This design comes from an exercise in tuning for small area, a short achievable clock period and few clock cycles on the open sky130 flow, not from production work.
The RTL was checked by simulation tests, not by an equivalence proof against the original design.
Power figures rest on the tool's default switching activity, not on a simulated workload.

## flow/design.v (module list and top-level ports; edited modules follow where they fit)
// module npc: 11 lines
// module pc: 37 lines
// module ifetch: 59 lines
// module if_id: 51 lines
// module controller: 182 lines
// module rf_mux: 23 lines
// module sext: 12 lines
// module regfile: 19 lines
// module hilo: 25 lines
// module forward: 127 lines
// module idecode: 101 lines
// module id_ex: 117 lines
// module alu: 86 lines
// module div: 65 lines
// module execute: 93 lines
// module ex_mem: 106 lines
// module memory: 38 lines
// module mem_wb: 90 lines
// module cp0_reg: 166 lines
// module mycpu_top: 556 lines
module mycpu_top (
    input            clk             ,   
    input            resetn          ,   
    input  [5:0]     ext_int,
    output            inst_sram_en    ,
    output  [3:0]     inst_sram_wen   ,
    output  [31:0]    inst_sram_addr  ,
    output  [31:0]    inst_sram_wdata ,
    input   [31:0]    inst_sram_rdata ,  
    output            data_sram_en    ,
    output  [3:0]     data_sram_wen   ,
    output  [31:0]    data_sram_addr  ,
    output  [31:0]    data_sram_wdata ,
    input   [31:0]    data_sram_rdata , 
    output  [31:0]    debug_wb_pc     ,   
    output  [3:0]     debug_wb_rf_wen ,  
    output  [4 :0]    debug_wb_rf_wnum,  
    output  [31:0]    debug_wb_rf_wdata  
);
  // ...
==> flow/run.sh <==
#!/bin/bash
# synth_recipe.tcl (not shown) runs the flow's synth.tcl, then flattens the netlist and writes it again
# the make line also repeats each setting of config.mk as NAME=value (left out here)
make -C /OpenROAD-flow-scripts/flow DESIGN_CONFIG=/design/flow/config.mk WORK_HOME=/design/flow/orfs CLKGATE_MAP_FILE= SYNTH_SCRIPT=/design/flow/synth_recipe.tcl finish
==> flow/config.mk <==
export PLATFORM = sky130hd
export DESIGN_NAME = mycpu_top
export DESIGN_NICKNAME = mycpu_top
export VERILOG_FILES = /design/flow/design.v
export SDC_FILE = /design/flow/constraint.sdc
export NUM_CORES = 8
export LEC_CHECK = 0
export CAP_MARGIN = 20
export CORE_MARGIN = 2
export CORE_UTILIZATION = 35
export SLEW_MARGIN = 20
==> flow/constraint.sdc <==
create_clock -name core_clock -period 25.0 [get_ports {clk}]
set_input_delay 5.0000 -clock core_clock [delete_from_list [all_inputs] [get_ports {clk}]]
set_output_delay 5.0000 -clock core_clock [all_outputs]
set_load 0.01 [all_outputs]
==> results by group, run 1 <==
Route
  • DRC violations left: 0
  • Metal3 WL: 147000 um
  • Via count: 184600

Power
  • Flop pwr share: 35.2%
  • Proportion of power drawn by the clock network: 33.3%
  • Logic gate share of total power: 31.5%
  • Pint: 7.00 mW
  • Leakage: 78.3 nW

Place
  • Dpl cells: 27514
  • Routability congestion estimate: 1.11
  • Port bufs: 244

Status
  • Status: timing/DRC/antenna clean

Synth
  • Main synth FF type: dfxtp_1
  • Top cells by count, synth: 2962 x nand2_1, 1725 x inv_1, 1643 x nor2_1, 1468 x fa_1, 1266 x a21oi_1
  • Post-synth top area cell: edfxtp_1
  • Mux share of post-synthesis cell area: 5.40%
  • Seq cells post-synth: 2242

Timing
  • Final Skew: 0.0887 ns
  • Worst slew pin tran: 1.39 ns

Layout
  • Multi-input gate area: 119000 um2
  • Clock buffers: 325
  • Sequential cell count: 2242
  • Non-Clock Buffer Area Fraction: 4.11%

Worst setup path
  • Slowest Stage Delay on Critical Path: 0.82 ns
  • Crit start category: register
  • Crit-path slowest cell: nor4b_1
  • Reg-to-reg startpoint: u_id_ex.id_rs_sel[0]
  • Crit path top cell by count: fa_1
  • Reg-to-reg setup timing slack: 8.33 ns
  • Crit end category: primary output
  • Delay-heaviest family, CP: simple AND/OR/NAND/NOR gates
  • Crit path capture: inst_sram_addr[29]

Clock network
  • CTS tree: yes
  • Clock-pin transition on the worst setup and hold timing paths: 0.07 ns
  • Resized Gates After CTS: 0

Die
  • Core area: 528000 um2
  • IO Pins: 283
  • Tap cells: 6994

Global routing
  • Gr busiest metal: met2
  • Largest net degree at the start of global routing: 165
  • Initial antenna violation count: 161
Testbench counts, summed over its fixed seeds: cycles 44,605.
==> module mycpu_top, before the edit <==
module mycpu_top (
    input            clk             ,   
    input            resetn          ,   
    input  [5:0]     ext_int,
    output            inst_sram_en    ,
    output  [3:0]     inst_sram_wen   ,
    output  [31:0]    inst_sram_addr  ,
    output  [31:0]    inst_sram_wdata ,
    input   [31:0]    inst_sram_rdata ,  
    output            data_sram_en    ,
    output  [3:0]     data_sram_wen   ,
    output  [31:0]    data_sram_addr  ,
    output  [31:0]    data_sram_wdata ,
    input   [31:0]    data_sram_rdata , 
    output  [31:0]    debug_wb_pc     ,   
    output  [3:0]     debug_wb_rf_wen ,  
    output  [4 :0]    debug_wb_rf_wnum,  
    output  [31:0]    debug_wb_rf_wdata  
);
wire  [31:0]              pc;
wire                     jmp;   
wire                      br;   
wire  [2:0]           npc_op;   
wire  [2:0]          rf_wsel;   
wire  [31:0]    mux_rf_wdata;   
wire               mux_rf_we;
wire  [4:0]           alu_op;   
wire  [31:0]         alu_out;   
wire                  ram_we;   
wire  [31:0]         ram_out;   
wire  [31:0]          rdata1;   
wire  [31:0]          rdata2;   
wire  [1:0]           rs_sel;   
wire  [1:0]           rt_sel;   
wire  [31:0]             imm;   
wire  [31:0]            dest;   
wire  [31:0]            inst;   
wire                   of_op;
wire                   int_flush;
wire [31:0]               int_pc;
wire [31:0]            cp0_rdata;
wire                      cp0_ex;   
wire  [4:0]           cp0_excode;   
wire  [31:0]        cp0_badvaddr;   
wire                   if_cp0_ex; 
wire  [4:0]        if_cp0_excode; 
wire  [31:0]     if_cp0_badvaddr; 
wire                      cp0_we;   
wire                      cp0_bd;   
wire   [4:0]            cp0_addr;   
wire              cp0_eret_flush;
wire  [4:0]      ide_cp0_excode;     
wire             ide_cp0_ex;         
wire  [4:0]      id_cp0_excode;    
wire             id_cp0_ex;        
wire  [31:0]     id_cp0_badvaddr;   
wire             id_cp0_we;         
wire             id_cp0_bd;         
wire  [4:0]      id_cp0_addr;       
wire             id_cp0_eret_flush;
wire  [4:0]      exe_cp0_excode;     
wire             exe_cp0_ex;         
wire             cp0_tag;
wire             div_finish;
wire             cond_cp0_stall;
wire  [4:0]      ex_cp0_excode;     
wire             ex_cp0_ex;         
wire  [31:0]     ex_cp0_badvaddr;   
wire             ex_cp0_we;         
wire             ex_cp0_bd;         
wire  [4:0]      ex_cp0_addr;       
wire             ex_cp0_eret_flush;
wire             ex_cp0_tag;
wire  [4:0]      memory_cp0_excode;     
wire             memory_cp0_ex;         
wire  [31:0]     memory_cp0_badvaddr;   
wire  [4:0]      mem_cp0_excode;     
wire             mem_cp0_ex;         
wire  [31:0]     mem_cp0_badvaddr;   
wire             mem_cp0_we;         
wire             mem_cp0_bd;         
wire  [4:0]      mem_cp0_addr;       
wire             mem_cp0_eret_flush;
wire             mem_cp0_tag;
wire              ifetch_ex;
wire             idecode_ex;
wire                  ex_ex;
wire [4:0]              rd;   
wire [5:0]            func;  
wire [5:0]          opcode;  
wire                rf_nwe;  
wire                is_ram;
wire [1:0]         hilo_we;
wire  [63:0]      hilo_out;
wire           cond_branch;
wire        cond_exe_stall;
wire   [3:0]       ram_wen;
wire   [1:0]      ram_sign;
wire  [31:0]         if_pc;
wire  [31:0]           npc;
wire  [31:0]       if_inst;
wire              id_of_op;
wire  [31:0]         id_pc;
wire  [1:0]     id_hilo_we;
wire  [31:0]     id_rdata1;  
wire  [31:0]     id_rdata2;
wire  [1:0]      id_rs_sel;  
wire  [1:0]      id_rt_sel;
wire  [31:0]        id_imm;  
wire  [4:0]      id_alu_op;  
wire             id_ram_we;  
wire  [2:0]     id_rf_wsel; 
wire  [4:0]          id_rd;  
wire  [5:0]        id_func;  
wire  [5:0]      id_opcode;  
wire             id_rf_nwe;
wire             id_is_ram;
wire   [3:0]    id_ram_wen;
wire   [1:0]   id_ram_sign;
wire  [31:0]    out_rdata1;
wire  [31:0]    out_rdata2;
wire   [3:0]    ex_ram_wen;
wire   [1:0]   ex_ram_sign;
wire  [5:0]        ex_func;  
wire  [5:0]      ex_opcode;  
wire [31:0]          ex_pc;
wire [31:0]     ex_alu_out;
wire  [2:0]     ex_rf_wsel;   
wire  [4:0]          ex_rd;   
wire [31:0]      ex_rdata1;
wire [31:0]      ex_rdata2;
wire             ex_ram_we;   
wire             ex_rf_nwe;
wire             ex_is_ram;
wire [63:0]    ex_hilo_out;
wire  [5:0]        mem_func;  
wire  [5:0]      mem_opcode; 
wire [31:0]          mem_pc;
wire [31:0]     mem_alu_out;
wire [31:0]     mem_ram_out;
wire [31:0]      mem_rdata1;
wire [31:0]      mem_rdata2;
wire  [2:0]     mem_rf_wsel;
wire  [4:0]          mem_rd;   
wire [63:0]    mem_hilo_out;
wire             mem_rf_nwe;
reg            hazard_stall;
reg    ie_mfc0_hazard_stall;
reg    im_mfc0_hazard_stall;
wire              exe_stall;
wire          int_div_stall;
wire   id_ex_rs_hazard_reg =  !id_is_ram & id_rf_nwe & id_rd == if_inst[25:21] & if_inst[25:21] != 5'b00000;          
wire   id_ex_rt_hazard_reg =  !id_is_ram & id_rf_nwe & id_rd == if_inst[20:16] & if_inst[20:16] != 5'b00000;          
wire   id_ex_hazard_mem    =  (id_is_ram & id_rf_nwe & if_inst[25:21] != 5'b00000 & id_rd == if_inst[25:21]) || 
                              (id_is_ram & id_rf_nwe & if_inst[20:16] != 5'b00000 & id_rd == if_inst[20:16]);    
wire   id_ex_rs_hazard_mfc0 = id_rf_wsel == 3'b111 & id_rd == if_inst[25:21] & if_inst[25:21] != 5'b00000;   
wire   id_ex_rt_hazard_mfc0 = id_rf_wsel == 3'b111 & id_rd == if_inst[20:16] & if_inst[20:16] != 5'b00000;
wire   id_mem_rs_hazard_mem = ex_is_ram & ex_rf_nwe & ex_rd == if_inst[25:21] & if_inst[25:21] != 5'b00000;         
wire   id_mem_rt_hazard_mem = ex_is_ram & ex_rf_nwe & ex_rd == if_inst[20:16] & if_inst[20:16] != 5'b00000;   
wire   id_mem_rs_hazard_reg = !ex_is_ram & ex_rf_nwe & ex_rd == if_inst[25:21] & if_inst[25:21] != 5'b00000;       
wire   id_mem_rt_hazard_reg = !ex_is_ram & ex_rf_nwe & ex_rd == if_inst[20:16] & if_inst[20:16] != 5'b00000;     
wire   id_mem_rs_hazard_mfc0 = ex_rf_wsel == 3'b111 & ex_rd == if_inst[25:21] & if_inst[25:21] != 5'b00000;  
wire   id_mem_rt_hazard_mfc0 = ex_rf_wsel == 3'b111 & ex_rd == if_inst[20:16] & if_inst[20:16] != 5'b00000;
wire   id_wb_rs_hazard_mfc0 = mem_rf_wsel == 3'b111 & mem_rd == if_inst[25:21] & if_inst[25:21] != 5'b00000;  
wire   id_wb_rt_hazard_mfc0 = mem_rf_wsel == 3'b111 & mem_rd == if_inst[20:16] & if_inst[20:16] != 5'b00000;
always @(*) begin
    if(id_ex_hazard_mem) begin
        hazard_stall = 1'b1;
    end
    else begin
        hazard_stall = 1'b0;
    end
end
always @(*) begin
    if(id_ex_rs_hazard_mfc0 | id_ex_rt_hazard_mfc0) begin
        ie_mfc0_hazard_stall = 1'b1;
    end
    else begin
        ie_mfc0_hazard_stall = 1'b0;
    end
end
always @(*) begin
    if(id_mem_rs_hazard_mfc0 | id_mem_rt_hazard_mfc0) begin
        im_mfc0_hazard_stall = 1'b1;
    end
    else begin
        im_mfc0_hazard_stall = 1'b0;
    end
end
assign inst = inst_sram_rdata;
assign ifetch_ex = if_cp0_ex | id_cp0_ex | ex_cp0_ex | mem_cp0_ex;
assign idecode_ex = id_cp0_ex | ex_cp0_ex | mem_cp0_ex;
assign ex_ex = (ex_cp0_ex & ~ex_cp0_tag) | (mem_cp0_ex & ~mem_cp0_tag);    
if_id u_if_id(
    .clk(clk),
    .resetn(resetn),
    .hazard_stall(hazard_stall),
    .exe_stall(exe_stall),
    .cond_exe_stall(cond_exe_stall),
    .cond_cp0_stall(cond_cp0_stall),
    .int_div_stall(int_div_stall),
    .ie_mfc0_hazard_stall(ie_mfc0_hazard_stall),
    .im_mfc0_hazard_stall(im_mfc0_hazard_stall),
    .int_flush(int_flush),
    .cp0_ex(cp0_ex),
    .cp0_excode(cp0_excode),
    .cp0_badvaddr(cp0_badvaddr),
    .jmp(jmp),
    .pc(pc),
    .inst(inst),
    .if_pc(if_pc),
    .if_inst(if_inst),
    .if_cp0_ex(if_cp0_ex),
    .if_cp0_excode(if_cp0_excode),
    .if_cp0_badvaddr(if_cp0_badvaddr)
);
ifetch u_ifetch(
    .clk(clk),
    .ifetch_ex(ifetch_ex),
    .ie_mfc0_hazard_stall(ie_mfc0_hazard_stall),
    .im_mfc0_hazard_stall(im_mfc0_hazard_stall),
    .hazard_stall(hazard_stall),
    .exe_stall(exe_stall),
    .cond_branch(cond_branch),
    .int_flush(int_flush),
    .int_pc(int_pc),
    .rst_n(resetn),
    .dest(dest),
    .jmp(jmp),
    .op(npc_op),
    .pc(pc),
    .npc(npc),
    .inst_sram_addr(inst_sram_addr),
    .cond_exe_stall(cond_exe_stall),
    .cond_cp0_stall(cond_cp0_stall),
    .cp0_ex(cp0_ex),
    .cp0_excode(cp0_excode),
    .cp0_badvaddr(cp0_badvaddr)
);
idecode u_idecode(
    .clk(clk),
    .resetn(resetn),
    .inst(if_inst),
    .idecode_ex(idecode_ex),
    .if_cp0_ex(if_cp0_ex),
    .if_cp0_excode(if_cp0_excode),
    .rf_rd(mem_rd),
    .rf_wdata(mux_rf_wdata),
    .rf_we(mux_rf_we),
    .rdata1(rdata1),
    .rdata2(rdata2),
    .rs_sel(rs_sel),
    .rt_sel(rt_sel),
    .imm(imm),
    .alu_op(alu_op),
    .npc_op(npc_op),
    .ram_we(ram_we),
    .rf_wsel(rf_wsel), 
    .rf_nwe(rf_nwe),
    .rd(rd),  
    .func(func), 
    .opcode(opcode), 
    .is_ram(is_ram),
    .hilo_we(hilo_we),
    .ram_wen(ram_wen),
    .ram_sign(ram_sign),
    .id_cp0_ex(ide_cp0_ex),
    .id_cp0_excode(ide_cp0_excode),
    .id_cp0_bd(cp0_bd),
    .id_cp0_we(cp0_we),
    .id_cp0_addr(cp0_addr),
    .id_cp0_eret_flush(cp0_eret_flush),
    .of_op(of_op)
);
forward u_forward(
    .clk(clk),
    .resetn(resetn),
    .pc(if_pc),
    .ex_pc(ex_pc),
    .imm(imm),
    .alu_op(alu_op),
    .npc_op(npc_op),
    .rdata1(rdata1),
    .rdata2(rdata2),
    .hilo_out(hilo_out),
    .ex_hilo_out(ex_hilo_out),
    .id_rdata1(id_rdata1),
    .alu_out(alu_out),
    .ram_out(ram_out),
    .id_rf_wsel(id_rf_wsel),
    .ex_rf_wsel(ex_rf_wsel),
    .ex_rdata1(ex_rdata1),
    .ex_alu_out(ex_alu_out),
    .cp0_out(cp0_rdata),
    .id_ex_hazard_mem(id_ex_hazard_mem),
    .id_ex_rs_hazard_reg(id_ex_rs_hazard_reg),
    .id_mem_rs_hazard_mem(id_mem_rs_hazard_mem),
    .id_mem_rs_hazard_reg(id_mem_rs_hazard_reg),
    .id_ex_rt_hazard_reg(id_ex_rt_hazard_reg),
    .id_mem_rt_hazard_mem(id_mem_rt_hazard_mem),
    .id_mem_rt_hazard_reg(id_mem_rt_hazard_reg),
    .id_wb_rs_hazard_mfc0(id_wb_rs_hazard_mfc0),
    .id_wb_rt_hazard_mfc0(id_wb_rt_hazard_mfc0),
    .out_rdata1(out_rdata1),
    .out_rdata2(out_rdata2),
    .dest(dest),
    .cond_branch(cond_branch),
    .jmp(jmp)
);
id_ex u_id_ex(
    .clk(clk),
    .resetn(resetn),
    .if_pc(if_pc),
    .rdata1(out_rdata1),
    .rdata2(out_rdata2),
    .rs_sel(rs_sel),
    .rt_sel(rt_sel),
    .imm(imm),
    .alu_op(alu_op),
    .ram_we(ram_we),
    .ram_wen(ram_wen),
    .ram_sign(ram_sign),
    .rf_wsel(rf_wsel),
    .of_op(of_op),
    .rd(rd),
    .func(func),
    .opcode(opcode),
    .rf_nwe(rf_nwe),
    .is_ram(is_ram),
    .hilo_we(hilo_we),
    .exe_stall(exe_stall),
    .hazard_stall(hazard_stall),
    .ie_mfc0_hazard_stall(ie_mfc0_hazard_stall),
    .im_mfc0_hazard_stall(im_mfc0_hazard_stall),
    .int_div_stall(int_div_stall),
    .int_flush(int_flush),
    .cp0_ex(ide_cp0_ex),
    .cp0_excode(ide_cp0_excode),
    .if_cp0_badvaddr(if_cp0_badvaddr),
    .cp0_we(cp0_we),
    .cp0_bd(cp0_bd),
    .cp0_addr(cp0_addr),
    .cp0_eret_flush(cp0_eret_flush),
    .id_pc(id_pc),
    .id_rdata1(id_rdata1),
    .id_rdata2(id_rdata2),
    .id_rs_sel(id_rs_sel),
    .id_rt_sel(id_rt_sel),
    .id_imm(id_imm),
    .id_alu_op(id_alu_op),
    .id_ram_we(id_ram_we),
    .id_rf_wsel(id_rf_wsel),
    .id_rd(id_rd),
    .id_func(id_func),
    .id_opcode(id_opcode),
    .id_rf_nwe(id_rf_nwe),
    .id_is_ram(id_is_ram),
    .id_hilo_we(id_hilo_we),
    .id_ram_wen(id_ram_wen),
    .id_ram_sign(id_ram_sign),
    .id_cp0_ex(id_cp0_ex),
    .id_cp0_excode(id_cp0_excode),
    .id_cp0_badvaddr(id_cp0_badvaddr),
    .id_cp0_we(id_cp0_we),
    .id_cp0_bd(id_cp0_bd),
    .id_cp0_addr(id_cp0_addr),
    .id_cp0_eret_flush(id_cp0_eret_flush),
    .id_of_op(id_of_op)
);
execute u_execute(
    .clk(clk),
    .rst_n(resetn),
    .id_of_op(id_of_op),
    .id_cp0_ex(id_cp0_ex),
    .id_cp0_excode(id_cp0_excode),
    .ex_ex(ex_ex),
    .int_flush(int_flush),
    .rf_wsel(id_rf_wsel),
    .hilo_we(id_hilo_we),
    .alu_op(id_alu_op),
    .rs_sel(id_rs_sel),
    .rt_sel(id_rt_sel),
    .rdata1(id_rdata1),
    .rdata2(id_rdata2),
    .imm(id_imm),
    .alu_out(alu_out),
    .hilo_out(hilo_out),
    .zero(br),
    .stall(exe_stall),
    .exe_cp0_ex(exe_cp0_ex),
    .exe_cp0_excode(exe_cp0_excode),
    .cp0_tag(cp0_tag),
    .div_finish(div_finish)
);
ex_mem u_ex_mem(
    .clk(clk),
    .resetn(resetn),
    .id_pc(id_pc),
    .alu_out(alu_out),
    .hilo_out(hilo_out),
    .div_finish(div_finish),
    .int_flush(int_flush),
    .cp0_tag(cp0_tag),
    .exe_cp0_ex(exe_cp0_ex),
    .exe_cp0_excode(exe_cp0_excode),
    .int_div_stall(int_div_stall),
    .memory_cp0_ex(memory_cp0_ex),
    .memory_cp0_excode(memory_cp0_excode),
    .memory_cp0_badvaddr(memory_cp0_badvaddr),
    .id_cp0_badvaddr(id_cp0_badvaddr),
    .id_cp0_we(id_cp0_we),
    .id_cp0_bd(id_cp0_bd),
    .id_cp0_addr(id_cp0_addr),
    .id_cp0_eret_flush(id_cp0_eret_flush),
    .id_rf_wsel(id_rf_wsel),
    .id_rd(id_rd),
    .id_rdata1(id_rdata1),
    .id_rdata2(id_rdata2),
    .id_ram_we(id_ram_we),
    .id_rf_nwe(id_rf_nwe),
    .id_is_ram(id_is_ram),
    .id_ram_wen(id_ram_wen),
    .id_ram_sign(id_ram_sign),
    .id_opcode(id_opcode),
    .id_func(id_func),
    .exe_stall(exe_stall),
    .ex_pc(ex_pc),
    .ex_alu_out(ex_alu_out),
    .ex_rf_wsel(ex_rf_wsel),
    .ex_rd(ex_rd),
    .ex_rdata1(ex_rdata1),
    .ex_rdata2(ex_rdata2),
    .ex_ram_we(ex_ram_we),
    .ex_rf_nwe(ex_rf_nwe),
    .ex_is_ram(ex_is_ram),
    .ex_hilo_out(ex_hilo_out),
    .ex_opcode(ex_opcode),
    .ex_func(ex_func),
    .ex_ram_wen(ex_ram_wen),
    .ex_ram_sign(ex_ram_sign),
    .ex_cp0_ex(ex_cp0_ex),
    .ex_cp0_excode(ex_cp0_excode),
    .ex_cp0_badvaddr(ex_cp0_badvaddr),
    .ex_cp0_we(ex_cp0_we),
    .ex_cp0_bd(ex_cp0_bd),
    .ex_cp0_addr(ex_cp0_addr),
    .ex_cp0_eret_flush(ex_cp0_eret_flush),
    .ex_cp0_tag(ex_cp0_tag)
);
memory u_memory(
    .ex_ram_wen(ex_ram_wen),
    .ex_ram_sign(ex_ram_sign),
    .ex_ram_addr(ex_alu_out[1:0]),
    .id_ram_we(id_ram_we),
    .id_ram_wen(id_ram_wen),
    .id_ram_addr(alu_out),
    .id_cp0_ex(id_cp0_ex),
    .memory_ex(ex_ex),
    .data_sram_wen(data_sram_wen),
    .data_sram_addr(data_sram_addr),
    .ram_in(data_sram_rdata),
    .ram_out(ram_out),
    .s_ram_in(id_rdata2),
    .s_ram_out(data_sram_wdata),
    .memory_cp0_excode(memory_cp0_excode),    
    .memory_cp0_ex(memory_cp0_ex),
    .memory_cp0_badvaddr(memory_cp0_badvaddr)
);
mem_wb u_mem_wb(
    .clk(clk),
    .resetn(resetn),
    .ex_pc(ex_pc),
    .ex_alu_out(ex_alu_out),
    .div_finish(div_finish),
    .int_div_stall(int_div_stall),
    .ram_out(ram_out),
    .ex_rdata1(ex_rdata1),
    .ex_rdata2(ex_rdata2),
    .ex_rf_wsel(ex_rf_wsel),
    .ex_rf_nwe(ex_rf_nwe),
    .ex_hilo_out(ex_hilo_out),
    .ex_rd(ex_rd),
    .ex_opcode(ex_opcode),
    .ex_func(ex_func),
    .int_flush(int_flush),
    .ex_cp0_ex(ex_cp0_ex),
    .ex_cp0_excode(ex_cp0_excode),
    .ex_cp0_badvaddr(ex_cp0_badvaddr),
    .ex_cp0_we(ex_cp0_we),
    .ex_cp0_bd(ex_cp0_bd),
    .ex_cp0_addr(ex_cp0_addr),
    .ex_cp0_tag(ex_cp0_tag),
    .ex_cp0_eret_flush(ex_cp0_eret_flush),
    .mem_pc(mem_pc),
    .mem_alu_out(mem_alu_out),
    .mem_ram_out(mem_ram_out),
    .mem_rdata1(mem_rdata1),
    .mem_rdata2(mem_rdata2),
    .mem_rf_wsel(mem_rf_wsel),
    .mem_rf_nwe(mem_rf_nwe),
    .mem_rd(mem_rd),
    .mem_hilo_out(mem_hilo_out),
    .mem_opcode(mem_opcode),
    .mem_func(mem_func),
    .mem_cp0_ex(mem_cp0_ex),
    .mem_cp0_excode(mem_cp0_excode),
    .mem_cp0_badvaddr(mem_cp0_badvaddr),
    .mem_cp0_we(mem_cp0_we),
    .mem_cp0_bd(mem_cp0_bd),
    .mem_cp0_addr(mem_cp0_addr),
    .mem_cp0_tag(mem_cp0_tag),
    .mem_cp0_eret_flush(mem_cp0_eret_flush)
);
rf_mux u_rf_mux(
    .pc(mem_pc),
    .mem_rf_nwe(mem_rf_nwe),
    .mem_cp0_ex(mem_cp0_ex),
    .int_flush(int_flush),
    .rf_wsel(mem_rf_wsel),
    .alu_in(mem_alu_out),
    .rs_in(mem_rdata1),
    .ram_in(mem_ram_out),
    .hilo_in(mem_hilo_out),
    .cp0_in(cp0_rdata),
    .rf_wdata(mux_rf_wdata),
    .rf_nwe(mux_rf_we)
);
cp0_reg u_cp0_reg(
    .clk(clk),
    .resetn(resetn),
    .div_finish(div_finish),
    .eret_flush(mem_cp0_eret_flush),
    .cp0_tag(mem_cp0_tag),
    .cp0_badvaddr(mem_cp0_badvaddr),
    .cp0_excode_t(mem_cp0_excode),
    .cp0_pc(mem_pc),
    .cp0_ex_t(mem_cp0_ex),
    .cp0_bd(mem_cp0_bd),
    .cp0_we(mem_cp0_we),
    .cp0_addr(mem_cp0_addr),
    .cp0_wdata(mem_rdata2),
    .cp0_int(ext_int),
    .cp0_rdata(cp0_rdata),
    .int_pc(int_pc),
    .int_flush(int_flush),
    .int_div_stall(int_div_stall)
);
assign data_sram_en    = 1'b1;
assign inst_sram_en    = 1'b1;
assign inst_sram_wen   = {4{1'b0}};
assign inst_sram_wdata = 32'b0;
assign debug_wb_pc = mem_pc;
assign debug_wb_rf_wdata = mux_rf_wdata;
assign debug_wb_rf_wen = {4{mux_rf_we}};
assign debug_wb_rf_wnum = mem_rd;
endmodule
==> inputs of run 2 (changes only) <==
==> flow/design.v (replaced) <==
module mdu (
    input             clk,
    input             resetn,
    input             first_mul,   
    input             first_div,   
    input             start_mul,   
    input             start_div,
    input             sgn,
    input      [31:0] a,
    input      [31:0] b,
    input      [5:0]  la,          
    input      [5:0]  lb,          
    input             ld_mcand,    
    input      [32:0] mcand,
    input      [11:0] bd_in,       
    input             wr_hi,
    input             wr_lo,
    input      [31:0] wdata,
    output reg [31:0] hi,
    output reg [31:0] lo,
    output            busy,
    output            fin
);
localparam IDLE = 3'd0, MUL = 3'd1, DIV = 3'd3, FIX = 3'd4;
reg [2:0]  st;
reg [5:0]  cnt;
reg [32:0] dreg;    
reg        cin_d;   
reg        hx;      
reg        msgn;
reg        qneg;
reg        rneg;
wire        m_first = first_mul;
wire [32:0] m_a     = dreg;
wire [31:0] m_lsrc  = m_first ? b : lo;
wire [32:0] m_acc   = {hx, hi} & {33{~m_first}};
wire [34:0] m_a1    = {{2{m_a[32]}}, m_a};
wire [34:0] m_a2    = {m_a[32], m_a, 1'b0};
reg  [3:0]  bd_one, bd_two, bd_neg;
reg         bd_cor;    
function [11:0] bdec;    
    input [8:0] cb;
    integer k;
    reg [2:0] t;
    begin
        for (k = 0; k < 4; k = k + 1) begin
            t = cb[2*k +: 3];
            bdec[k]     = t[0] ^ t[1];
            bdec[4 + k] = (t == 3'b011) | (t == 3'b100);
            bdec[8 + k] = t[2] & ~(t[1] & t[0]);
        end
    end
endfunction
wire [11:0] bd_nx   = bdec({m_lsrc[15:8], m_lsrc[7]});
wire        cor_nx  = (st == MUL) && (cnt == 6'd2) && ~msgn && m_lsrc[15];
reg  [42:0] m_rows [0:3];
integer bk;
always @(*) begin
    for (bk = 0; bk < 4; bk = bk + 1) begin : booth
        reg [34:0] sel;
        sel = bd_one[bk] ? m_a1 : (bd_two[bk] ? m_a2 : 35'd0);
        sel = bd_neg[bk] ? ~sel : sel;
        m_rows[bk] = {{8{sel[34]}}, sel} << (2 * bk);
    end
end
wire [3:0]  m_neg   = bd_neg;
wire        m_cor   = bd_cor;
wire [42:0] m_x   = (m_cor ? {2'b00, m_a, 8'd0} : 43'd0) |
                    {35'd0, 1'b0, m_neg[3], 1'b0, m_neg[2], 1'b0, m_neg[1], 1'b0, m_neg[0]};
wire [42:0] m_ac  = {{10{m_acc[32]}}, m_acc};
function [85:0] csa;    
    input [42:0] x, y, z;
    begin
        csa[42:0]  = x ^ y ^ z;
        csa[85:43] = {(x[41:0] & y[41:0]) | (x[41:0] & z[41:0]) | (y[41:0] & z[41:0]), 1'b0};
    end
endfunction
wire [85:0] m_l1a = csa(m_rows[0], m_rows[1], m_rows[2]);
wire [85:0] m_l1b = csa(m_rows[3], m_ac, m_x);
wire [85:0] m_l2  = csa(m_l1a[42:0], m_l1a[85:43], m_l1b[42:0]);
wire [85:0] m_l3  = csa(m_l2[42:0], m_l2[85:43], m_l1b[85:43]);
wire [42:0] m_ps  = m_l3[42:0];
wire [42:0] m_pc  = m_l3[85:43];
wire [8:0]  m_s0  = {1'b0, m_ps[7:0]} + {1'b0, m_pc[7:0]};
wire [16:0] m_s1a = {1'b0, m_ps[23:8]} + {1'b0, m_pc[23:8]};
wire [16:0] m_s1b = {1'b0, m_ps[23:8]} + {1'b0, m_pc[23:8]} + 17'd1;
wire [16:0] m_s1  = m_s0[8] ? m_s1b : m_s1a;
wire [18:0] m_s2a = m_ps[42:24] + m_pc[42:24];
wire [18:0] m_s2b = m_ps[42:24] + m_pc[42:24] + 19'd1;
wire [42:0] m_sum = {m_s1[16] ? m_s2b : m_s2a, m_s1[15:0], m_s0[7:0]};
wire        sA   = sgn & a[31];
wire        sB   = sgn & b[31];
wire [31:0] a1   = a ^ {32{sA}};
wire [31:0] b1   = b ^ {32{sB}};
wire [31:0] absA = a1 + {31'd0, sA};
wire [7:0] n_raw = {2'b00, la} + {7'd0, sA} + 8'd1 - {2'b00, lb};
wire [5:0] n     = n_raw[7] ? 6'd0 : ((n_raw[6:0] > 7'd32) ? 6'd32 : n_raw[5:0]);
wire [4:0]  shn  = 5'd0 - n[4:0];               
wire [63:0] sh   = {32'd0, absA} << shn;
wire [32:0] trial = {hi, lo[31]};
wire [33:0] dsum  = {1'b0, trial} + {1'b0, dreg} + {33'd0, cin_d};
wire        fits  = dsum[33];
assign busy = (st != IDLE);
assign fin  = ((st == MUL) && (cnt == 6'd1)) ||
              ((st == DIV) && (cnt == 6'd1) && !(qneg | rneg)) ||
              (st == FIX);
wire [31:0] d_hi = fits ? dsum[31:0] : trial[31:0];
wire [31:0] d_lo = {lo[30:0], fits};
wire [31:0] hi_n = (first_mul | (st == MUL)) ? m_sum[39:8] :
                   first_div ? ((n != 6'd0) ? sh[63:32] : a) :
                   (st == DIV) ? d_hi :
                   (st == FIX) ? (~hi + 32'd1) : wdata;
wire [31:0] lo_n = (first_mul | (st == MUL)) ? {m_sum[7:0], m_lsrc[31:8]} :
                   first_div ? ((n != 6'd0) ? sh[31:0] : 32'd0) :
                   (st == DIV) ? d_lo :
                   (st == FIX) ? (~lo + 32'd1) : wdata;
wire        hi_en = start_mul | start_div | (st == MUL) | (st == DIV) | ((st == FIX) & rneg) | wr_hi;
wire        lo_en = start_mul | start_div | (st == MUL) | (st == DIV) | ((st == FIX) & qneg) | wr_lo;
always @(posedge clk) begin
    if (hi_en) hi <= hi_n;
    if (lo_en) lo <= lo_n;
    if (first_mul | (st == MUL))
        hx    <= m_sum[40];
    if (ld_mcand) begin
        {bd_neg, bd_two, bd_one} <= bd_in;
        bd_cor <= 1'b0;
    end else if (first_mul | (st == MUL)) begin
        {bd_neg, bd_two, bd_one} <= bd_nx;
        bd_cor <= cor_nx;
    end
    if (ld_mcand)
        dreg  <= mcand;
    else if (first_div)
        dreg  <= {1'b1, sB ? b : ~b};
    if (first_mul | first_div) begin
        msgn  <= sgn;
        cin_d <= ~sB;
        qneg  <= sA ^ sB;
        rneg  <= sA;
    end
    if (!resetn) begin
        st <= IDLE;
    end else if (start_mul) begin
        st  <= MUL;
        cnt <= 6'd3;
    end else if (start_div) begin
        st  <= (n != 6'd0) ? DIV : IDLE;
        cnt <= n;
    end else begin
        case (st)
            MUL: begin
                cnt <= cnt - 6'd1;
                if (cnt == 6'd1) st <= IDLE;
            end
            DIV: begin
                cnt <= cnt - 6'd1;
                if (cnt == 6'd1) st <= (qneg | rneg) ? FIX : IDLE;
            end
            FIX: st <= IDLE;
            default: ;
        endcase
    end
end
endmodule
module mycpu_top (
    input            clk,
    input            resetn,
    input  [5:0]     ext_int,
    output           inst_sram_en,
    output  [3:0]    inst_sram_wen,
    output  [31:0]   inst_sram_addr,
    output  [31:0]   inst_sram_wdata,
    input   [31:0]   inst_sram_rdata,
    output           data_sram_en,
    output  [3:0]    data_sram_wen,
    output  [31:0]   data_sram_addr,
    output  [31:0]   data_sram_wdata,
    input   [31:0]   data_sram_rdata,
    output  [31:0]   debug_wb_pc,
    output  [3:0]    debug_wb_rf_wen,
    output  [4:0]    debug_wb_rf_wnum,
    output  [31:0]   debug_wb_rf_wdata
);
localparam A_ADD = 4'd0, A_SUB = 4'd1, A_SLT = 4'd2, A_SLTU = 4'd3,
           A_AND = 4'd4, A_OR  = 4'd5, A_XOR = 4'd6, A_NOR  = 4'd7,
           A_SLL = 4'd8, A_SRL = 4'd9, A_SRA = 4'd10,
           A_HI  = 4'd11, A_LO = 4'd12, A_CP0 = 4'd13;
reg rstn;
always @(posedge clk) rstn <= resetn;
reg  [29:0] pc_f;        
reg  [29:0] pc_prev;     
reg         fv;          
reg         held;        
reg         acc_a;       
reg  [31:0] ib;
reg  [29:0] ib_pc;
reg         ib_v;
reg  [31:0] ir;
reg  [29:0] pc_d;
reg         d_v;
reg         e_v;
reg  [29:0] pc_e;
reg  [31:0] e_a, e_b;
reg         e_lateA, e_lateB;
reg  [3:0]  e_op;
reg         e_we;
reg  [4:0]  e_rd;
reg         e_ovf;
reg         e_exc;
reg  [4:0]  e_code;
reg         e_eret;
reg         e_load;
reg  [2:0]  e_lt;        
reg         e_mul, e_div, e_sgn;
reg  [5:0]  e_la, e_lb;    
reg         e_mthi, e_mtlo;
reg         e_mtc0;
reg  [1:0]  e_cp0r;      
reg         e_cp0z;      
reg  [31:0] dm_addr;
reg  [3:0]  dm_wen;
reg  [31:0] dm_wdata;
reg  [2:0]  dm_vtop;
reg         m_v;
reg  [29:0] pc_m;
reg  [31:0] m_res;
reg         m_we;
reg  [4:0]  m_rd;
reg         m_load;
reg  [2:0]  m_lt;
reg  [1:0]  m_off;
reg         m_exc;
reg         m_eret;
reg         w_we;
reg  [29:0] pc_w;
reg  [31:0] w_val;
reg  [4:0]  w_rd;
reg  [31:0] rf [1:31];
reg  [7:0]  c_im;
reg         c_exl, c_ie;
reg         c_ti;
reg  [5:0]  c_ip72;
reg  [1:0]  c_ip10;
reg  [4:0]  c_code;
reg  [31:0] c_epc;
reg  [31:0] c_bad;
wire [31:0] w_res  = w_val;
wire [15:0] m_half = m_off[1] ? data_sram_rdata[31:16] : data_sram_rdata[15:0];
wire [7:0]  m_byte = m_off[0] ? m_half[15:8] : m_half[7:0];
wire [31:0] m_ld   = m_lt[2] ? {{24{m_lt[0] & m_byte[7]}}, m_byte} :
                     m_lt[1] ? {{16{m_lt[0] & m_half[15]}}, m_half} : data_sram_rdata;
wire        m_flush = m_v & m_exc;
wire [29:0] m_tgt   = m_eret ? c_epc[31:2] : 30'h2FF000E0;    
wire [31:0] ea = e_lateA ? w_val : e_a;
wire [31:0] eb = e_lateB ? w_val : e_b;
wire        e_sub  = (e_op == A_SUB) | (e_op == A_SLT) | (e_op == A_SLTU);
wire [32:0] e_sum  = {1'b0, ea} + {1'b0, eb ^ {32{e_sub}}} + {32'd0, e_sub};
wire        e_lt_s = (ea[31] ^ eb[31]) ? ea[31] : e_sum[31];
wire        e_lt_u = ~e_sum[32];
wire        e_of   = (ea[31] == (eb[31] ^ e_sub)) & (e_sum[31] != ea[31]);
wire        e_sl   = (e_op == A_SLL);
wire [31:0] e_sin;
wire [31:0] e_sout;
genvar gi;
generate
    for (gi = 0; gi < 32; gi = gi + 1) begin : g_rev
        assign e_sin[gi]  = e_sl ? eb[31 - gi] : eb[gi];
    end
endgenerate
wire        e_fill = (e_op == A_SRA) & eb[31];
wire [63:0] e_sext = {{32{e_fill}}, e_sin} >> ea[4:0];
wire [31:0] e_sr   = e_sext[31:0];
generate
    for (gi = 0; gi < 32; gi = gi + 1) begin : g_rev2
        assign e_sout[gi] = e_sl ? e_sr[31 - gi] : e_sr[gi];
    end
endgenerate
wire [31:0] hi, lo;
wire [31:0] c_status = {9'd0, 1'b1, 6'd0, c_im, 6'd0, c_exl, c_ie};
wire [31:0] c_cause  = {1'b0, c_ti, 14'd0, c_ip72, c_ip10, 1'b0, c_code, 2'b00};
reg  [31:0] e_cp0v;
always @(*) begin
    case (e_cp0r)
        2'd0: e_cp0v = c_bad;
        2'd1: e_cp0v = c_status;
        2'd2: e_cp0v = c_cause;
        default: e_cp0v = c_epc;
    endcase
    if (e_cp0z) e_cp0v = 32'd0;
end
reg [31:0] e_res;
always @(*) begin
    case (e_op)
        A_ADD, A_SUB: e_res = e_sum[31:0];
        A_SLT:  e_res = {31'd0, e_lt_s};
        A_SLTU: e_res = {31'd0, e_lt_u};
        A_AND:  e_res = ea & eb;
        A_OR:   e_res = ea | eb;
        A_XOR:  e_res = ea ^ eb;
        A_NOR:  e_res = ~(ea | eb);
        A_SLL, A_SRL, A_SRA: e_res = e_sout;
        A_HI:   e_res = hi;
        A_LO:   e_res = lo;
        default: e_res = e_cp0v;
    endcase
end
wire        e_live   = e_v & ~m_flush;                  
wire        e_excnow = e_v & (e_exc | (e_ovf & e_of));  
wire [4:0]  e_excode = e_exc ? e_code : 5'h0c;
wire mdu_busy, mdu_fin;
mdu u_mdu (
    .clk(clk), .resetn(rstn),
    .first_mul(e_mul), .first_div(e_div),
    .start_mul(e_mul & ~m_flush), .start_div(e_div & ~m_flush), .sgn(e_sgn),
    .a(e_a), .b(e_b), .la(e_la), .lb(e_lb),
    .ld_mcand(d_go & (f_mult | f_multu) & d_valid), .mcand({f_mult & fw_s[31], fw_s}),
    .bd_in(bdec({fw_t[7:0], 1'b0})),
    .wr_hi(e_live & e_mthi), .wr_lo(e_live & e_mtlo), .wdata(e_sum[31:0]),
    .hi(hi), .lo(lo), .busy(mdu_busy), .fin(mdu_fin)
);
wire [5:0]  op = ir[31:26];
wire [4:0]  rs = ir[25:21];
wire [4:0]  rt = ir[20:16];
wire [4:0]  rdf = ir[15:11];
wire [5:0]  fn = ir[5:0];
wire [15:0] imm = ir[15:0];
wire o_r    = op == 6'h00;
wire o_rim  = op == 6'h01;
wire o_j    = op == 6'h02;
wire o_jal  = op == 6'h03;
wire o_beq  = op == 6'h04;
wire o_bne  = op == 6'h05;
wire o_blez = op == 6'h06;
wire o_bgtz = op == 6'h07;
wire o_addi = op == 6'h08;
wire o_addiu= op == 6'h09;
wire o_slti = op == 6'h0a;
wire o_sltiu= op == 6'h0b;
wire o_andi = op == 6'h0c;
wire o_ori  = op == 6'h0d;
wire o_xori = op == 6'h0e;
wire o_lui  = op == 6'h0f;
wire o_cop0 = op == 6'h10;
wire o_lb   = op == 6'h20;
wire o_lh   = op == 6'h21;
wire o_lw   = op == 6'h23;
wire o_lbu  = op == 6'h24;
wire o_lhu  = op == 6'h25;
wire o_sb   = op == 6'h28;
wire o_sh   = op == 6'h29;
wire o_sw   = op == 6'h2b;
wire f_sll  = o_r & (fn == 6'h00);
wire f_srl  = o_r & (fn == 6'h02);
wire f_sra  = o_r & (fn == 6'h03);
wire f_sllv = o_r & (fn == 6'h04);
wire f_srlv = o_r & (fn == 6'h06);
wire f_srav = o_r & (fn == 6'h07);
wire f_jr   = o_r & (fn == 6'h08);
wire f_jalr = o_r & (fn == 6'h09);
wire f_sys  = o_r & (fn == 6'h0c);
wire f_brk  = o_r & (fn == 6'h0d);
wire f_mfhi = o_r & (fn == 6'h10);
wire f_mthi = o_r & (fn == 6'h11);
wire f_mflo = o_r & (fn == 6'h12);
wire f_mtlo = o_r & (fn == 6'h13);
wire f_mult = o_r & (fn == 6'h18);
wire f_multu= o_r & (fn == 6'h19);
wire f_div  = o_r & (fn == 6'h1a);
wire f_divu = o_r & (fn == 6'h1b);
wire f_add  = o_r & (fn == 6'h20);
wire f_addu = o_r & (fn == 6'h21);
wire f_sub  = o_r & (fn == 6'h22);
wire f_subu = o_r & (fn == 6'h23);
wire f_and  = o_r & (fn == 6'h24);
wire f_or   = o_r & (fn == 6'h25);
wire f_xor  = o_r & (fn == 6'h26);
wire f_nor  = o_r & (fn == 6'h27);
wire f_slt  = o_r & (fn == 6'h2a);
wire f_sltu = o_r & (fn == 6'h2b);
wire c_mfc0 = o_cop0 & (rs == 5'd0);
wire c_mtc0 = o_cop0 & (rs == 5'd4);
wire d_eret = (ir == 32'h42000018);
wire d_sint = (ir == 32'h1000ffff);
wire r_alu   = f_add | f_addu | f_sub | f_subu | f_and | f_or | f_xor | f_nor | f_slt | f_sltu;
wire r_shi   = f_sll | f_srl | f_sra;
wire r_shv   = f_sllv | f_srlv | f_srav;
wire i_alu   = o_addi | o_addiu | o_slti | o_sltiu | o_andi | o_ori | o_xori;
wire d_ld    = o_lb | o_lh | o_lw | o_lbu | o_lhu;
wire d_st    = o_sb | o_sh | o_sw;
wire rim_ok  = o_rim & ((rt == 5'd0) | (rt == 5'd1) | (rt == 5'd16) | (rt == 5'd17));
wire d_muldiv= f_mult | f_multu | f_div | f_divu;
wire d_valid = r_alu | r_shi | r_shv | f_jr | f_jalr | f_sys | f_brk | f_mfhi | f_mthi |
               f_mflo | f_mtlo | d_muldiv |
               (o_cop0 & ((rs == 5'd0) | (rs == 5'd4) | (fn == 6'h18))) |
               i_alu | (o_lui & (rs == 5'd0)) | o_beq | o_bne | rim_ok |
               ((o_bgtz | o_blez) & (rt == 5'd0)) | o_j | o_jal | d_ld | d_st;
wire d_link  = o_jal | (o_rim & rt[4]) | f_jalr;
wire [4:0] d_dst = (o_r) ? rdf : (o_jal | o_rim) ? 5'd31 : rt;
wire d_wr    = (r_alu | r_shi | r_shv | f_jalr | f_mfhi | f_mflo | i_alu | o_lui | d_ld |
                c_mfc0 | o_jal | (rim_ok & rt[4])) & (d_dst != 5'd0);
wire use_rs_e = r_alu | r_shv | i_alu | d_muldiv | f_mthi | f_mtlo;   
wire use_rt_e = r_alu | r_shi | r_shv | d_muldiv | c_mtc0;              
wire use_rs_b = o_beq | o_bne | o_blez | o_bgtz | o_rim | f_jr | f_jalr;  
wire use_rt_b = o_beq | o_bne | d_st;                                  
wire use_rs_a = d_ld | d_st;                                           
wire e_hit_s = e_v & e_we & (e_rd == rs);
wire m_hit_s = m_v & m_we & (m_rd == rs);
wire w_hit_s = w_we & (w_rd == rs);
wire e_hit_t = e_v & e_we & (e_rd == rt);
wire m_hit_t = m_v & m_we & (m_rd == rt);
wire w_hit_t = w_we & (w_rd == rt);
wire [31:0] rf_s = (rs == 5'd0) ? 32'd0 : rf[rs];
wire [31:0] rf_t = (rt == 5'd0) ? 32'd0 : rf[rt];
reg  [1:0]  sh1_k, sh2_k;
reg  [4:0]  sh1_rd, sh2_rd;
reg         ds_pend;     
reg         def_v;       
reg  [29:0] def_tgt;
wire        m1s = (sh1_rd == rs) & (rs != 5'd0);
wire        m1t = (sh1_rd == rt) & (rt != 5'd0);
wire        m2s = (sh2_rd == rs) & (rs != 5'd0);
wire        m2t = (sh2_rd == rt) & (rt != 5'd0);
wire        oh   = (sh1_k == 2'd1) & (m1s | m1t);           
wire        oie  = (sh1_k == 2'd2) & (m1s | m1t);           
wire        oim  = (sh2_k == 2'd2) & (m2s | m2t);           
wire        ostall = oh | oie | oim;
wire        q_s = ~ostall & (sh1_k == 2'd3) & (sh1_rd == rs);
wire        q_t = ~ostall & (sh1_k == 2'd3) & (sh1_rd == rt);
wire [31:0] fw_s = q_s ? 32'd0 : e_hit_s ? e_res : m_hit_s ? m_res : w_hit_s ? w_res : rf_s;
wire [31:0] fw_t = q_t ? 32'd0 : e_hit_t ? e_res : m_hit_t ? m_res : w_hit_t ? w_res : rf_t;
wire late_s  = !q_s & !e_hit_s & m_hit_s & m_load;
wire late_t  = !q_t & !e_hit_t & m_hit_t & m_load;
wire hz_s = (use_rs_e | use_rs_b | use_rs_a) & e_hit_s & e_load |
            (use_rs_b | use_rs_a | d_muldiv) & late_s |
            use_rs_a & e_hit_s;
wire hz_t = (use_rt_e | use_rt_b) & e_hit_t & e_load |
            (use_rt_b | d_muldiv) & late_t;
wire d_hilo = f_mfhi | f_mflo | f_mthi | f_mtlo | d_muldiv;
wire hz_md  = d_hilo & (e_mul | e_div | (mdu_busy & ~mdu_fin));
wire stall_d = d_v & (hz_s | hz_t | hz_md);
wire d_go    = d_v & ~stall_d & ~m_flush;     
wire [29:0] pc_d1 = pc_d + 30'd1;
wire [29:0] pc_d2 = pc_d + 30'd2;
wire [29:0] br_tgt = pc_d1 + {{14{imm[15]}}, imm};
wire        eq    = (fw_s == fw_t);
wire        ltz   = fw_s[31];
wire        eqz   = (fw_s == 32'd0);
wire        taken = (o_beq & eq) | (o_bne & ~eq) | (o_blez & (ltz | eqz)) |
                    (o_bgtz & ~(ltz | eqz)) | (rim_ok & (ltz ^ rt[0])) |
                    o_j | o_jal | f_jr | f_jalr;
wire        d_ctl = (o_beq & ~d_sint) | o_bne | o_blez | o_bgtz | rim_ok | o_j | o_jal | f_jr | f_jalr;
wire [29:0] d_tgt = (o_j | o_jal) ? {pc_d1[29:26], ir[25:0]} :
                    (f_jr | f_jalr) ? fw_s[31:2] : br_tgt;
wire        ctl   = d_ctl & d_valid;
wire        cb     = o_beq | o_bne | o_blez | o_bgtz | rim_ok;      
wire        cbim   = cb & (oie | oim);        
wire        jz     = ~cb | o_beq | o_blez | (rim_ok & rt[0]);
wire        jr_z   = oh | ((sh1_k == 2'd2) & m1s) | ((sh2_k == 2'd2) & m2s);
wire [29:0] st_tgt = (f_jr | f_jalr) ? (jr_z ? 30'd0 : fw_s[31:2]) : d_tgt;
wire        imm0   = (imm == 16'd0);
wire        q_ctl  = ostall & ctl & ~cbim & jz & ~(cb & imm0);   
wire        q_cbim = ostall & cbim & ~imm0;               
wire        q_ds   = ostall & ~ctl & (ds_pend | def_v);   
wire        q_def  = ~ostall & def_v;
wire        fl     = d_go & (q_ctl | q_cbim | q_ds | q_def);
wire [29:0] fl_tgt = q_def ? def_tgt : q_ctl ? st_tgt : (q_cbim & taken) ? d_tgt : pc_d1;
wire        redir  = d_go & ctl & taken & ~fl & ~(ostall & cbim);
wire [31:0] fa_s  = q_s ? 32'd0 : m_hit_s ? m_res : w_hit_s ? w_val : rf_s;
wire [31:0] vaddr = fa_s + {{16{imm[15]}}, imm};
wire        ade   = ((o_lw | o_sw) & (vaddr[1:0] != 2'b00)) |
                    ((o_lh | o_lhu | o_sh) & vaddr[0]);
wire [31:0] paddr = (vaddr[31:30] == 2'b10) ? {3'b000, vaddr[28:0]} : vaddr;
wire [3:0]  st_wen = o_sw ? 4'hf :
                     o_sh ? (vaddr[1] ? 4'hc : 4'h3) :
                     (4'h1 << vaddr[1:0]);
wire [31:0] st_data = o_sw ? fw_t : o_sh ? {2{fw_t[15:0]}} : {4{fw_t[7:0]}};
wire        d_exc  = ~d_valid | f_sys | f_brk | d_sint | ((d_ld | d_st) & ade);
wire [4:0]  d_code = d_sint ? 5'h00 : f_sys ? 5'h08 : f_brk ? 5'h09 : ~d_valid ? 5'h0a :
                     d_st ? 5'h05 : 5'h04;
wire [3:0] d_op = (f_sub | f_subu) ? A_SUB :
                  (f_slt | o_slti) ? A_SLT :
                  (f_sltu | o_sltiu) ? A_SLTU :
                  (f_and | o_andi) ? A_AND :
                  (f_or | o_ori | o_lui | d_link) ? A_OR :
                  (f_xor | o_xori) ? A_XOR :
                  f_nor ? A_NOR :
                  (f_sll | f_sllv) ? A_SLL :
                  (f_srl | f_srlv) ? A_SRL :
                  (f_sra | f_srav) ? A_SRA :
                  f_mfhi ? A_HI :
                  f_mflo ? A_LO :
                  c_mfc0 ? A_CP0 : A_ADD;
wire [31:0] d_a = r_shi ? {27'd0, ir[10:6]} : (o_lui | d_link) ? 32'd0 : fw_s;
wire [31:0] d_b = d_link ? {pc_d2, 2'b00} :
                  o_lui ? {imm, 16'd0} :
                  (o_andi | o_ori | o_xori) ? {16'd0, imm} :
                  i_alu ? {{16{imm[15]}}, imm} : fw_t;
wire d_lateA = late_s & ~r_shi & ~o_lui & ~d_link;
wire d_lateB = late_t & ~d_link & ~o_lui & ~i_alu;
wire [1:0] d_cp0r = (rdf == 5'd8) ? 2'd0 : (rdf == 5'd12) ? 2'd1 : (rdf == 5'd13) ? 2'd2 : 2'd3;
wire       d_cp0z = ~(((rdf == 5'd8) | (rdf == 5'd12) | (rdf == 5'd13) | (rdf == 5'd14)) &
                      (ir[2:0] == 3'd0));
wire d_take   = ~d_v | ~stall_d;                  
wire arr_take = fv & (d_take | ~ib_v);            
wire acc_now  = acc_a | (held & arr_take);
wire ds_have  = ib_v | fv;                        
always @(posedge clk) begin
    if (!rstn) begin
        pc_f  <= 30'h2FF00000;                    
        fv    <= 1'b0;
        held  <= 1'b0;
        acc_a <= 1'b0;
        ib_v  <= 1'b0;
        d_v   <= 1'b0;
    end else if (m_flush | fl) begin
        pc_f  <= m_flush ? m_tgt : fl_tgt;
        fv    <= 1'b0;
        held  <= 1'b0;
        acc_a <= 1'b0;
        ib_v  <= 1'b0;
        d_v   <= 1'b0;
    end else begin
        if (d_take) begin
            if (ib_v) begin
                ir   <= ib;
                pc_d <= ib_pc;
                d_v  <= 1'b1;
                ib   <= inst_sram_rdata;
                ib_pc<= pc_prev;
                ib_v <= fv & ~redir;
            end else begin
                ir   <= inst_sram_rdata;
                pc_d <= pc_prev;
                d_v  <= fv;
            end
        end else if (!ib_v) begin
            ib    <= inst_sram_rdata;
            ib_pc <= pc_prev;
            ib_v  <= fv;
        end
        if (redir) begin
            pc_f  <= d_tgt;
            held  <= 1'b0;
            acc_a <= 1'b0;
            fv    <= ~ds_have;
        end else if (stall_d) begin
            held  <= 1'b1;
            acc_a <= acc_now;
            fv    <= ~acc_now;
        end else begin
            pc_f  <= pc_f + 30'd1;
            held  <= 1'b0;
            acc_a <= 1'b0;
            fv    <= ~acc_now;
        end
    end
    pc_prev <= pc_f;
end
wire [1:0] d_kind = (d_ld & (rt != 5'd0)) ? 2'd1 :
                    (c_mfc0 & (rt != 5'd0)) ? 2'd2 :
                    ((o_jal | (o_rim & rt[4] & rim_ok) | f_jalr) & (d_dst != 5'd0)) ? 2'd3 : 2'd0;
always @(posedge clk) begin
    if (!rstn | m_flush) begin
        sh1_k   <= 2'd0;
        sh2_k   <= 2'd0;
        ds_pend <= 1'b0;
        def_v   <= 1'b0;
    end else if (d_go) begin
        if (cbim) begin
            sh1_k  <= 2'd0;
            sh2_k  <= d_kind;
            sh2_rd <= d_dst;
        end else begin
            sh1_k  <= d_kind;
            sh1_rd <= d_dst;
            sh2_k  <= ostall ? 2'd0 : sh1_k;
            sh2_rd <= sh1_rd;
        end
        ds_pend <= redir;
        def_v   <= fl & ctl & ~cbim & taken;
        def_tgt <= d_tgt;
    end
end
function [11:0] bdec;
    input [8:0] cb;    
    integer k;
    reg [2:0] t;
    begin
        for (k = 0; k < 4; k = k + 1) begin
            t = cb[2*k +: 3];
            bdec[k]     = t[0] ^ t[1];
            bdec[4 + k] = (t == 3'b011) | (t == 3'b100);
            bdec[8 + k] = t[2] & ~(t[1] & t[0]);
        end
    end
endfunction
function [5:0] blen;
    input [31:0] x;
    integer i;
    begin
        blen = 6'd0;
        for (i = 0; i < 32; i = i + 1)
            if (x[i]) blen = i[5:0] + 6'd1;
    end
endfunction
always @(posedge clk) begin
    if (!rstn) begin
        e_v    <= 1'b0;
        dm_wen <= 4'd0;
    end else begin
        e_v    <= d_go;
        dm_wen <= (d_go & d_st & ~ade & ~e_excnow & ~e_eret) ? st_wen : 4'd0;
    end
    pc_e    <= pc_d;
    e_a     <= d_a;
    e_b     <= d_b;
    e_lateA <= d_lateA;
    e_lateB <= d_lateB;
    e_op    <= d_op;
    e_we    <= d_wr & ~d_exc & ~d_eret;
    e_rd    <= d_dst;
    e_ovf   <= f_add | f_sub | o_addi;
    e_exc   <= d_exc;
    e_code  <= d_code;
    e_eret  <= d_eret;
    e_load  <= d_ld;
    e_lt    <= {o_lb | o_lbu, o_lh | o_lhu, o_lb | o_lh};
    e_mul   <= d_go & (f_mult | f_multu) & d_valid;
    e_div   <= d_go & (f_div | f_divu) & d_valid;
    e_sgn   <= f_mult | f_div;
    e_la    <= blen(fw_s ^ {32{f_div & fw_s[31]}});
    e_lb    <= blen(fw_t ^ {32{f_div & fw_t[31]}});
    e_mthi  <= f_mthi;
    e_mtlo  <= f_mtlo;
    e_mtc0  <= c_mtc0;
    e_cp0r  <= d_cp0r;
    e_cp0z  <= d_cp0z;
    dm_addr <= paddr;
    dm_wdata<= st_data;
    dm_vtop <= vaddr[31:29];
end
always @(posedge clk) begin
    if (!rstn) begin
        m_v <= 1'b0;
    end else begin
        m_v <= e_live;
    end
    pc_m   <= pc_e;
    m_res  <= e_res;
    m_we   <= e_we & ~e_excnow;
    m_rd   <= e_rd;
    m_load <= e_load;
    m_lt   <= e_lt;
    m_off  <= dm_addr[1:0];
    m_exc  <= e_excnow | e_eret;
    m_eret <= e_eret;
end
always @(posedge clk) begin
    if (!rstn) begin
        c_im   <= 8'd0;
        c_exl  <= 1'b0;
        c_ie   <= 1'b0;
        c_ti   <= 1'b0;
        c_ip72 <= 6'd0;
        c_ip10 <= 2'd0;
        c_code <= 5'd0;
        c_epc  <= 32'd0;
        c_bad  <= 32'd0;
    end else begin
        c_ti   <= 1'b1;
        c_ip72 <= {ext_int[5] | c_ti, ext_int[4:0]};
        if (e_live & e_excnow) begin
            c_exl  <= 1'b1;
            c_code <= e_excode;
            if (!c_exl) c_epc <= {pc_e, 2'b00};
            if (e_exc & ((e_code == 5'h04) | (e_code == 5'h05)))
                c_bad <= {dm_vtop, dm_addr[28:0]};
        end else if (e_live & e_eret) begin
            c_exl <= 1'b0;
        end else if (e_live & e_mtc0) begin
            if (e_cp0r == 2'd1 && !e_cp0z) begin
                c_im  <= eb[15:8];
                c_exl <= eb[1];
                c_ie  <= eb[0];
            end
            if (e_cp0r == 2'd2 && !e_cp0z) c_ip10 <= eb[9:8];
            if (e_cp0r == 2'd3 && !e_cp0z) c_epc  <= eb;
        end
    end
end
always @(posedge clk) begin
    if (!rstn) begin
        w_we <= 1'b0;
    end else begin
        w_we <= m_v & m_we;
    end
    pc_w   <= pc_m;
    w_val  <= m_load ? m_ld : m_res;
    w_rd   <= m_rd;
    if (w_we) rf[w_rd] <= w_res;
end
assign inst_sram_en    = 1'b1;
assign inst_sram_wen   = 4'h0;
assign inst_sram_addr  = {pc_f, 2'b00};
assign inst_sram_wdata = 32'd0;
assign data_sram_en    = 1'b1;
assign data_sram_wen   = dm_wen;
assign data_sram_addr  = dm_addr;
assign data_sram_wdata = dm_wdata;
assign debug_wb_pc       = {pc_w, 2'b00};
assign debug_wb_rf_wen   = {4{w_we}};
assign debug_wb_rf_wnum  = w_rd;
assign debug_wb_rf_wdata = w_val;
endmodule
==> flow/flow/run.sh (new file) <==
#!/bin/bash
# Own layout flow: the standard ORFS flow (standard.sh, unchanged scripts,
# standard synthesis), with the timing repair steps asked to keep every path
# 19 ns inside the 25 ns clock so that they shorten the critical paths.
# The clock, the SDC and the I/O constraints are the standard flow's, unchanged.
# make's full output goes to orfs_flow.log; ORFS keeps each step's log under
# orfs/logs/.
set -uo pipefail
bash standard.sh SETUP_SLACK_MARGIN=19 TNS_END_PERCENT=100 finish > orfs_flow.log 2>&1
status=$?
exit $status
==> flow/standard.sh (new file) <==
#!/bin/bash
# synth_recipe.tcl (not shown) runs the flow's synth.tcl, then flattens the netlist and writes it again
# the make line also repeats each setting of config.mk as NAME=value (left out here)
make -C /OpenROAD-flow-scripts/flow DESIGN_CONFIG=/design/flow/config.mk WORK_HOME=/design/flow/orfs CLKGATE_MAP_FILE= SYNTH_SCRIPT=/design/flow/synth_recipe.tcl "${@:-finish}"
--- a/flow/config.mk
+++ b/flow/config.mk
@@ -7,5 +7,5 @@
 export LEC_CHECK = 0
 export CAP_MARGIN = 20
 export CORE_MARGIN = 2
-export CORE_UTILIZATION = 35
+export CORE_UTILIZATION = 45
 export SLEW_MARGIN = 20
removed: flow/run.sh
==> run 2 against run 1 <==
Still clean on timing, DRC and antenna. Register-to-register slack better by 9.6 ns. Sequential cell count shrank 438. Synthesized cell count fell by 52%. Clock-buffer cell count decreased by 82. Final cell count decreased by 48%. Via count shrank 45%. Maximum frequency rose to 3.3 times the previous value. Routed wire length down 44%. First-iteration DRC count fell by 47%. Sequential share of layout area is 8.4 points higher. Non-clock buffer count rose by 230.
==> results by group, run 2 <==
Layout
  • Most frequent cells in the layout: 1276 x edfxtp_1, 761 x nand2_1, 729 x nor2_1 (was 2951 x nand2_1, 1710 x inv_1, 1595 x nor2_1)
  • Finished Layout Cells: 14487 (was 28088)
  • Fin util: 56.5% (was 39.1%)
  • Reg area: 49300 um2 (was 55200 um2)
  • Proportion of layout cells with a drive suffix above 1: 29.3% (was 9.13%)
  • Fillers: 20907 (was 53432)
  • Biggest register: rf (was u_idecode.u_regfile.regfile)
  • Max reg flops: 992 (was 1024)
  • Synth-to-layout area growth: 24.6% (was 11.3%)
  • Commonest non-fill, non-tap cell in the layout: edfxtp_1 (was nand2_1)
  • Fin nets: 11440 (was 22891)
  • Fin area: 141000 um2 (was 206000 um2)
  • Multi-input gate area: 64000 um2 (was 119000 um2)
  • Largest registers: rf: 992 flops, u_mdu.dreg: 33 flops (was u_idecode.u_regfile.regfile: 1024 flops, u_ex_mem.ex_hilo_out: 64 flops, u_mem_wb.mem_hilo_out: 64 flops)

Synth
  • Most frequent cell after synthesis: edfxtp_1 (was nand2_1)
  • Synth area leaders: edfxtp_1 34%, mux4_2 11%, dfxtp_1 9.4% (was edfxtp_1 17%, fa_1 16%, dfxtp_1 13%)
  • Top cells by count, synth: 1276 x edfxtp_1, 804 x nor2_1, 789 x nand2_1, 686 x a21oi_1, 574 x mux4_2 (was 2962 x nand2_1, 1725 x inv_1, 1643 x nor2_1, 1468 x fa_1, 1266 x a21oi_1)
  • Synth top area share: 34.0% (was 16.6%)
  • Seq cells post-synth: 1804 (was 2242)
  • Main synth FF type: edfxtp_1 (was dfxtp_1)
  • Synth warnings: 3 (was 14)
  • Async SR Flop Fraction: 0% (unchanged)
  • Seq/Total Area, Yosys: 43.3% (was 29.7%)
  • Post-synth EDFFs: 1276 (was 1024)
  • Synthesized area: 113000 um2 (was 185000 um2)
  • Mean post-synth cell area: 11.0 um2 (was 8.78 um2)
  • Mapped Cells: 10236 (was 21114)
  • Post-synth top area cell: edfxtp_1 (unchanged)
  • Yosys cell types: 117 (was 122)

Status
  • Status: timing/DRC/antenna clean (unchanged)

Place
  • Dpl cell area: 120000 um2 (was 198000 um2)
  • Dpl cells: 13401 (was 27514)
  • Routability congestion estimate: 1.08 (was 1.11)
  • Port bufs: 240 (was 244)
  • HPWL after detailed placement: 397000 um (was 796000 um)

Route
  • Via count: 101986 (was 184600)
  • DR iter-0 viols: 16774 (was 31916)
  • WL per Instance: 41.9 um (was 38.4 um)
  • Wirelength, routed: 607000 um (was 1080000 um)
  • Final ANT Viol Nets: 0 (unchanged)
  • Vias/cell: 7.04 (was 6.57)
  • First-pass iteration count of the detailed router: 9 (was 10)
  • DRC violations left: 0 (unchanged)

Worst setup path
  • Req. time, crit path: 25.60 ns (was 20.00 ns)
  • Slowest Stage Delay on Critical Path: 0.56 ns (was 0.82 ns)
  • WP buf/inv: 3 (was 13)
  • Crit-path slowest cell: fa_2 (was nor4b_1)
  • WP data arrival: 7.70 ns (was 18.32 ns)
  • Crit start category: register (unchanged)
  • CP Max Fanout: 11 (was 32)
  • Delay-heaviest family, CP: compound AO/OA/AOI/OAI gates (was simple AND/OR/NAND/NOR gates)
  • Crit end category: register (was primary output)
  • Crit Path Category: reg -> reg (was reg -> out)

Power
  • Leakage: 51.4 nW (was 78.3 nW)
  • Logic gate share of total power: 42.7% (was 31.5%)
  • Flop pwr share: 31.6% (was 35.2%)
  • Pint: 7.33 mW (was 7.00 mW)
  • Maximum vdd drop: 0.0693 mV (was 0.0601 mV)
  • NetSw: 4.97 mW (was 4.42 mW)
  • Net Sw Frac: 40.4% (was 38.7%)
  • Pwr/cell area: 87.4 nW/um2 (was 55.3 nW/um2)
  • Proportion of power drawn by the clock network: 25.7% (was 33.3%)

Clock network
  • CTS Buf Count: 198 (was 245)
  • Worst skew pair latency: 0.95 ns (was 0.99 ns)
  • CTS Root Cell: clkbuf_16 (unchanged)
  • # hold bufs at CTS: 0 (unchanged)
  • Clock buffer depth: 3 (was 4)
  • H-Tree Level Count: 4 (unchanged)
  • CTS tree: yes (unchanged)
  • Clock-pin transition on the worst setup and hold timing paths: 0.07 ns (about the same)
  • Clock Sinks: 1804 (was 2242)

Global routing
  • Initial antenna violation count: 80 (was 161)
  • Global-route wire length before repair: 811000 um (was 1460000 um)
  • Largest net degree at the start of global routing: 76 (was 165)
  • Vias in the first global route: 95191 (was 173436)
  • Congestion Overflow GR: 0 (unchanged)
  • GRT Overall Usage: 46.1% (was 38.8%)

Timing
  • Post-route setup TNS: 0 ns (unchanged)
  • Slew margin rel.: 14.7% (was 7.33%)
  • Final setup fails: 0 (unchanged)
  • Final Skew: 0.101 ns (was 0.0887 ns)
  • Final Hold Viols: 0 (unchanged)
  • Fin crit share: 28.4% (was 93.3%)
  • Post-route minimum period: 7.10 ns (was 23.32 ns)
  • Worst slew pin tran: 1.27 ns (was 1.39 ns)
  • RSZ-0062 raised after global routing: true (was false)
  • Max Clock Freq: 0.141 GHz (was 0.0429 GHz)
  • Max-slew violations: 0 (unchanged)
  • Hold slack final: 0.287 ns (was 0.425 ns)

Hold path
  • Hold Crit Class: reg -> reg (unchanged)

Die
  • Row count: 183 (was 267)
  • Core area: 249000 um2 (was 528000 um2)
  • Initial core utilization: 45.3% (was 35.1%)
  • IO Pins: 283 (unchanged)
  • Die height: 505 um (was 732 um)
  • Die X-Extent: 505 um (was 732 um)
  • Die area: 255000 um2 (was 536000 um2)

Flow run
  • Max cap viols: 0 (unchanged)
-- run 2: stage by stage --
stage / total power [mW] / setup slack, ns
floorplan: 5.79 / 18.44
global placement: 7.60 / 14.83
detailed placement: 7.61 / 14.80
global route: 12.4 / 17.75
CTS: 11.8 / 17.80
finish: 12.3 / 17.90
-- run 2: repair_timing --
action | CTS | global route
endpoints found under the hold margin | 0 | 0
gates cloned | 96 | 4
endpoints found under the setup margin | 629 | 371
setup buffers | 442 | 124
pin swaps | 180 | 159
gates resized for setup | 1926 | 315
-- run 2: final timing paths --
check                   from            to  slack [ns]  depth (start not counted)
max          u_mdu.bd_one[3]  u_mdu.hi[29]       17.90                         28
min                  e_lt[1]       m_lt[1]        0.29                          0
max reg2reg  u_mdu.bd_one[3]  u_mdu.hi[29]       17.90                         28
min reg2reg          e_lt[1]       m_lt[1]        0.29                          0
-- run 2: kinds of logic after synthesis --
logic type               after synthesis  synth area share (%)
other                                  2               0.00666
AO/OA/AOI/OAI                       2504                  14.7
flip-flops                          1804                  43.3
XOR/XNOR                             635                  4.93
multiplexers                        1126                  16.6
AND/OR/NAND/NOR                     2503                  10.2
adder cells (fa/ha/maj)              428                  5.73
buffers and inverters               1234                  4.48
-- run 2: cell type report --
| type | instances | area share, % |
|---|---|---|
| sequential | 1804 | 35.1 |
| tap | 3330 | 2.96 |
| timing repair buffer | 1250 | 10.2 |
| inverter | 438 | 1.23 |
| antenna | 40 | 0.0712 |
| timing repair inverter | 1 | 0.00623 |
| clock buffer | 243 | 3.80 |
| multi-input combinational | 7247 | 45.5 |
| clock inverter | 134 | 1.17 |
-- run 2: metal layers --
metal / vias up / track usage (%) / wire, um
met2: 8432 / 64.2 / 247000
li1: 40043 / - / -
met4: 68 / 30.0 / 50300
met1: 51437 / 60.4 / 225000
met3: 2006 / 16.5 / 84600
met5: - / 0 / 647
-- run 2: power by group through the flow --
stage          Sequential [mW]  Clock [mW]  Combinational, mW
4_1_cts                   3.86        3.16               4.76
2_1_floorplan             3.90           0               1.89
5_1_grt                   3.88        3.28               5.27
3_5_place_dp              3.95           0               3.66
3_3_place_gp              3.95           0               3.66
6_report                  3.89        3.16               5.25
Testbench counts of run 2, summed over its fixed seeds: cycles 32,638.

Re-timed with assumed drivers on the ports (clkbuf_16 on the clock, buf_2 on other inputs), run 2 has 17.901 ns of setup slack against 17.901 ns with ideal ports, and 17.901 ns once port delays also move by the mid clock arrival of 1.022 ns.
